This is an optimization exercise on Yosys and OpenROAD, whose aim is small area, not a production implementation. The RTL was checked by simulation tests, not by an equivalence proof against the original design. Power figures rest on the tool's default switching activity, not on a simulated workload.

Setup of lane 1:
==> flow/design.v <==
`timescale 1ns/1ps
module top_pynq (
    input  wire         ACLK,
    input  wire         ARESETN,
    input  wire [31:0]  AWADDR,
    input  wire         AWVALID,
    output reg          AWREADY,
    input  wire [31:0]  WDATA,
    input  wire [3:0]   WSTRB,
    input  wire         WVALID,
    output reg          WREADY,
    output wire [1:0]   BRESP,
    output wire         BVALID,
    input  wire         BREADY,
    input  wire [31:0]  ARADDR,
    input  wire         ARVALID,
    output reg          ARREADY,
    output wire [31:0]  RDATA,
    output wire [1:0]   RRESP,
    output reg          RVALID,
    input  wire         RREADY,
    output wire spi_sclk,
    output wire spi_mosi,
    input  wire spi_miso,
    output wire spi_cs,
    output reg  spi_dc,
    output reg  tft_reset
);
    assign BRESP = 2'b00;
    assign RRESP = 2'b00;
    reg [1:0] st;
    wire st_idle = (st == 2'b00);
    wire st_w    = (st == 2'b01);
    wire st_b    = (st == 2'b11);
    wire st_r    = (st == 2'b10);
    assign BVALID = st_b;
    reg aw_pending, w_pending;
    reg [1:0] awc;       
    reg [7:0] wbuf;      
    reg [3:0] arq;       
    wire full;
    wire empty;
    wire aw_take = st_idle & AWVALID & ~aw_pending;
    wire w_take  = st_idle & WVALID & ~w_pending;
    wire both    = aw_pending & w_pending;
    wire ar_take = st_idle & ARVALID & ~both;
    wire w_done  = st_w & ~full;
    wire r_done  = st_r & ~full;
    wire aw_ok = ~AWADDR[5] & ~AWADDR[2];
    wire [1:0] awc_in = aw_ok ? AWADDR[4:3] : 2'b10;
    always @(posedge ACLK or negedge ARESETN)
        if (!ARESETN) begin
            AWREADY    <= 1'b0;
            WREADY     <= 1'b0;
            ARREADY    <= 1'b0;
            RVALID     <= 1'b0;
            st         <= 2'b00;
            aw_pending <= 1'b0;
            w_pending  <= 1'b0;
        end else begin
            AWREADY <= aw_take;
            WREADY  <= w_take;
            ARREADY <= ar_take;
            if (r_done)
                RVALID <= 1'b1;
            else if (RREADY)
                RVALID <= 1'b0;
            case (st)
                2'b00: st <= both ? 2'b01 : ARVALID ? 2'b10 : 2'b00;
                2'b01: st <= full ? 2'b01 : 2'b11;
                2'b11: st <= BREADY ? 2'b00 : 2'b11;
                2'b10: st <= full ? 2'b10 : 2'b00;
            endcase
            if (aw_take) aw_pending <= 1'b1;
            else if (w_done) aw_pending <= 1'b0;
            if (w_take) w_pending <= 1'b1;
            else if (w_done) w_pending <= 1'b0;
        end
    always @(posedge ACLK) begin
        if (aw_take) awc <= awc_in;
        if (w_take)  wbuf <= WDATA[7:0];
        if (ar_take) arq <= ARADDR[5:2];
    end
    wire wr_fifo = st_w & (awc == 2'b00);
    wire wr_dc   = st_w & (awc == 2'b01);
    wire wr_tft  = st_w & (awc == 2'b11);
    always @(posedge ACLK)
        if (wr_dc) spi_dc <= wbuf[0];
    always @(posedge ACLK or negedge ARESETN)
        if (!ARESETN)
            tft_reset <= 1'b1;
        else if (wr_tft)
            tft_reset <= wbuf[0];
    reg [7:0] fe [0:15];
    reg [4:0] cnt;
    assign empty = (cnt == 5'd0);
    assign full  = cnt[4];
    wire push = wr_fifo & ~full;
    wire pop;
    integer i;
    always @(posedge ACLK)
        if (push) begin
            fe[0] <= wbuf;
            for (i = 1; i < 16; i = i + 1)
                fe[i] <= fe[i-1];
        end
    wire [5:0] cu, cd;
    assign cu[0] = push & ~pop;
    assign cd[0] = pop & ~push;
    genvar gc;
    generate
        for (gc = 0; gc < 5; gc = gc + 1) begin : g_cnt
            assign cu[gc+1] = cu[gc] & cnt[gc];
            assign cd[gc+1] = cd[gc] & ~cnt[gc];
            always @(posedge ACLK or negedge ARESETN)
                if (!ARESETN)
                    cnt[gc] <= 1'b0;
                else
                    cnt[gc] <= cnt[gc] ^ (cu[gc] | cd[gc]);
        end
    endgenerate
    localparam [2:0] N_IDLE = 3'd0, N_POP = 3'd1, N_LAUNCH = 3'd2,
                     N_START = 3'd3, N_DONE = 3'd4, N_IAD = 3'd5;
    reg        act;
    reg  [3:0] u;
    reg  [2:0] div;
    wire [2:0] n = u[3:1];
    wire clk_en = (div == 3'd0);
    assign pop = ~act & (n == N_LAUNCH);
    wire start = ~act & (n == N_START);
    wire done  = ~act & (n == N_DONE);
    always @(posedge ACLK or negedge ARESETN)
        if (!ARESETN)
            div <= 3'd0;
        else
            div <= {div[2] ^ (div[1] & div[0]), div[1] ^ div[0], ~div[0]};
    always @(posedge ACLK or negedge ARESETN)
        if (!ARESETN) begin
            act <= 1'b0;
            u   <= 4'd0;
        end else if (act) begin
            if (clk_en) begin
                if (u == 4'd15) begin
                    act <= 1'b0;
                    u   <= {N_DONE, 1'b0};
                end else
                    u <= u + 4'd1;
            end
        end else begin
            case (n)
                N_IDLE, N_IAD: u <= empty ? 4'd0 : {N_POP, 1'b0};
                N_POP:         u <= {N_LAUNCH, 1'b0};
                N_LAUNCH:      u <= {N_START, 1'b0};
                N_START:       begin act <= 1'b1; u <= 4'd0; end
                N_DONE:        u <= {N_IAD, 1'b0};
                default:       u <= 4'd0;
            endcase
        end
    assign spi_cs   = ~act;
    assign spi_sclk = act & u[0];
    reg [7:0] sh;
    wire shift = act & clk_en & ~u[0] & (u[3:1] != 3'd0);
    wire [7:0] q0 = cnt[1] ? (cnt[0] ? fe[3] : fe[2]) : (cnt[0] ? fe[1] : fe[0]);
    wire [7:0] q1 = cnt[1] ? (cnt[0] ? fe[7] : fe[6]) : (cnt[0] ? fe[5] : fe[4]);
    wire [7:0] q2 = cnt[1] ? (cnt[0] ? fe[11] : fe[10]) : (cnt[0] ? fe[9] : fe[8]);
    wire [7:0] q3 = cnt[1] ? (cnt[0] ? fe[15] : fe[14]) : (cnt[0] ? fe[13] : fe[12]);
    wire [7:0] head = cnt[3] ? (cnt[2] ? q3 : q2) : (cnt[2] ? q1 : q0);
    always @(posedge ACLK or negedge ARESETN)
        if (!ARESETN)
            sh[7] <= 1'b0;
        else if (start)
            sh[7] <= head[7];
        else if (shift)
            sh[7] <= sh[6];
    always @(posedge ACLK)
        if (start)
            sh[6:0] <= head[6:0];
        else if (shift)
            sh[6:0] <= {sh[5:0], 1'b0};
    assign spi_mosi = sh[7];
    reg  [31:0] tx_count;
    wire [3:0]  tx_all;      
    wire [3:0]  tx_gc;       
    genvar gi, gk;
    generate
        for (gk = 0; gk < 4; gk = gk + 1) begin : g_grp
            assign tx_all[gk] = &tx_count[8*gk+7:8*gk];
        end
    endgenerate
    assign tx_gc[0] = done;
    assign tx_gc[1] = done & tx_all[0];
    assign tx_gc[2] = done & tx_all[0] & tx_all[1];
    assign tx_gc[3] = done & tx_all[0] & tx_all[1] & tx_all[2];
    generate
        for (gk = 0; gk < 4; gk = gk + 1) begin : g_txg
            wire [8:0] c;
            assign c[0] = tx_gc[gk];
            for (gi = 0; gi < 8; gi = gi + 1) begin : g_txc
                assign c[gi+1] = c[gi] & tx_count[8*gk+gi];
                always @(posedge ACLK or negedge ARESETN)
                    if (!ARESETN)
                        tx_count[8*gk+gi] <= 1'b0;
                    else
                        tx_count[8*gk+gi] <= tx_count[8*gk+gi] ^ c[gi];
            end
        end
    endgenerate
    wire dbg1 = act | (n == N_START) | (n == N_DONE) | (n == N_IAD);
    wire dbg0 = act | (n == N_LAUNCH) | (n == N_DONE) | (n == N_IAD);
    reg [31:3] rd_hi;
    reg [2:0]  rd_lo;
    wire a_dc  = (arq == 4'h2);
    wire a_flg = (arq == 4'h3);
    wire a_cnt = (arq == 4'h4);
    wire a_dbg = (arq == 4'h5);
    wire a_tft = (arq == 4'h6);
    wire [2:0] lo_in;
    assign lo_in[0] = (a_dc & spi_dc) | (a_flg & empty) | (a_cnt & tx_count[0]) |
                      (a_dbg & dbg0) | (a_tft & tft_reset);
    assign lo_in[1] = (a_cnt & tx_count[1]) | (a_dbg & dbg1);
    assign lo_in[2] = (a_cnt & tx_count[2]) | (a_flg & spi_dc);
    always @(posedge ACLK or negedge ARESETN)
        if (!ARESETN)
            rd_hi <= 29'd0;
        else if (r_done)
            rd_hi <= tx_count[31:3] & {29{a_cnt}};
    always @(posedge ACLK or negedge ARESETN)
        if (!ARESETN) begin
            rd_lo     <= 3'd0;
        end else if (r_done) begin
            rd_lo     <= lo_in;
        end
    assign RDATA = {rd_hi, rd_lo};
endmodule
clock: 5.0 ns
lec_check: 0
cap_margin: 20
core_margin: 2
core_utilization: 75
cts_buf_list: sky130_fd_sc_hd__clkbuf_4
cts_cluster_diameter: 50
cts_cluster_size: 10
slew_margin: 20
standard.sh (not shown) runs the stock make flow with config.mk's settings and CLKGATE_MAP_FILE= SYNTH_SCRIPT=/design/flow/synth_recipe.tcl, a recipe that flattens the netlist after the stock synthesis.
==> flow/flow/run.sh <==
#!/bin/bash
# The standard layout (the standard.sh, unchanged synthesis) with two
# placement/CTS options changed through ORFS variables:
#  - port buffers are buf_1 instead of the default buffer cell;
#  - CTS uses clkbuf_4 sink buffers over clusters of 10 flip-flops and no
#    dummy loads.
# The ORFS step logs stay under orfs/logs; make's own output goes to
# standard.log.
set -e
export BUFFER_PORTS_ARGS="-buffer_cell sky130_fd_sc_hd__buf_1"
export CTS_ARGS="-sink_clustering_enable -repair_clock_nets -sink_clustering_size 10 -sink_clustering_max_diameter 50 -buf_list sky130_fd_sc_hd__clkbuf_4 -dont_use_dummy_load"
export RECOVER_POWER=100
bash standard.sh > standard.log 2>&1
Layout checks on lane 1: not met. Flow itself completed; violations: capacitance limit, slew limit.
What lane 2 does differently from lane 1 at the input level:
--- a/flow/flow/run.sh
+++ b/flow/flow/run.sh
@@ -12 +11,0 @@
-export RECOVER_POWER=100
### Flow results
Lane 2 | status: complete | timing, DRC, antenna: pass
Lane 2 vs lane 1 — number of max-capacitance violations reported dropped 4.
Taking lane 1 over lane 2, the maximum frequency from static timing analysis ratio works out to 0.855.
| number of buffers between clock root and the deepest sink | lane 2 vs lane 1 | ≈ equal |
From lane 1 to lane 2, fraction of registers with async set/reset did not move at all.
Against lane 1, final setup slack of the worst path in lane 2 came out better.
Routed via count for lane 2: 0.74% down relative to lane 1
From lane 1 to lane 2 the numbers moved as follows: reg-to-reg setup timing slack higher; synthesis-to-finish area growth increased by 0.56 points relative to the old numbers; proportion of total power due to net switching has remained practically unchanged; power of the sequential group now sits at about the same level.
Compared with lane 1, lane 2 shows a static leakage that is 0.86% higher.

==> static timing again, ports no longer ideal <==
The results above use ideal ports. As a check the final layouts listed here were re-extracted and re-timed, cells and wires unchanged.
Step 1 (the two cells are an assumption about what drives the block):
set clk [get_ports {ACLK}]
set_driving_cell -lib_cell sky130_fd_sc_hd__clkbuf_16 $clk
set_driving_cell -lib_cell sky130_fd_sc_hd__buf_2 [delete_from_list [all_inputs] $clk]
Step 2 adds t to the input delays and takes it off the output delays; t is the mean of the earliest and latest rising clock arrival at the registers after step 1. Input paths then give back, and output paths get back, about the clock's delay inside the block.
Slacks: ideal / step 1 / step 2; pairs: ideal / step 1.
run	t, ns	setup slack, ns	worst setup path after step 2	slew at the worst register clock pin (ns)
lane 1	0.649	1.157 / 1.157 / 1.027	input, reset recovery	0.12 / 0.12
lane 2	0.653	1.712 / 1.712 / 1.712	register to register	0.12 / 0.12
For lane 1, which loses most, drivers alone change the setup slack by 0.000 ns; drivers and shift together by -0.130 ns. Setup slack includes reset recovery checks.
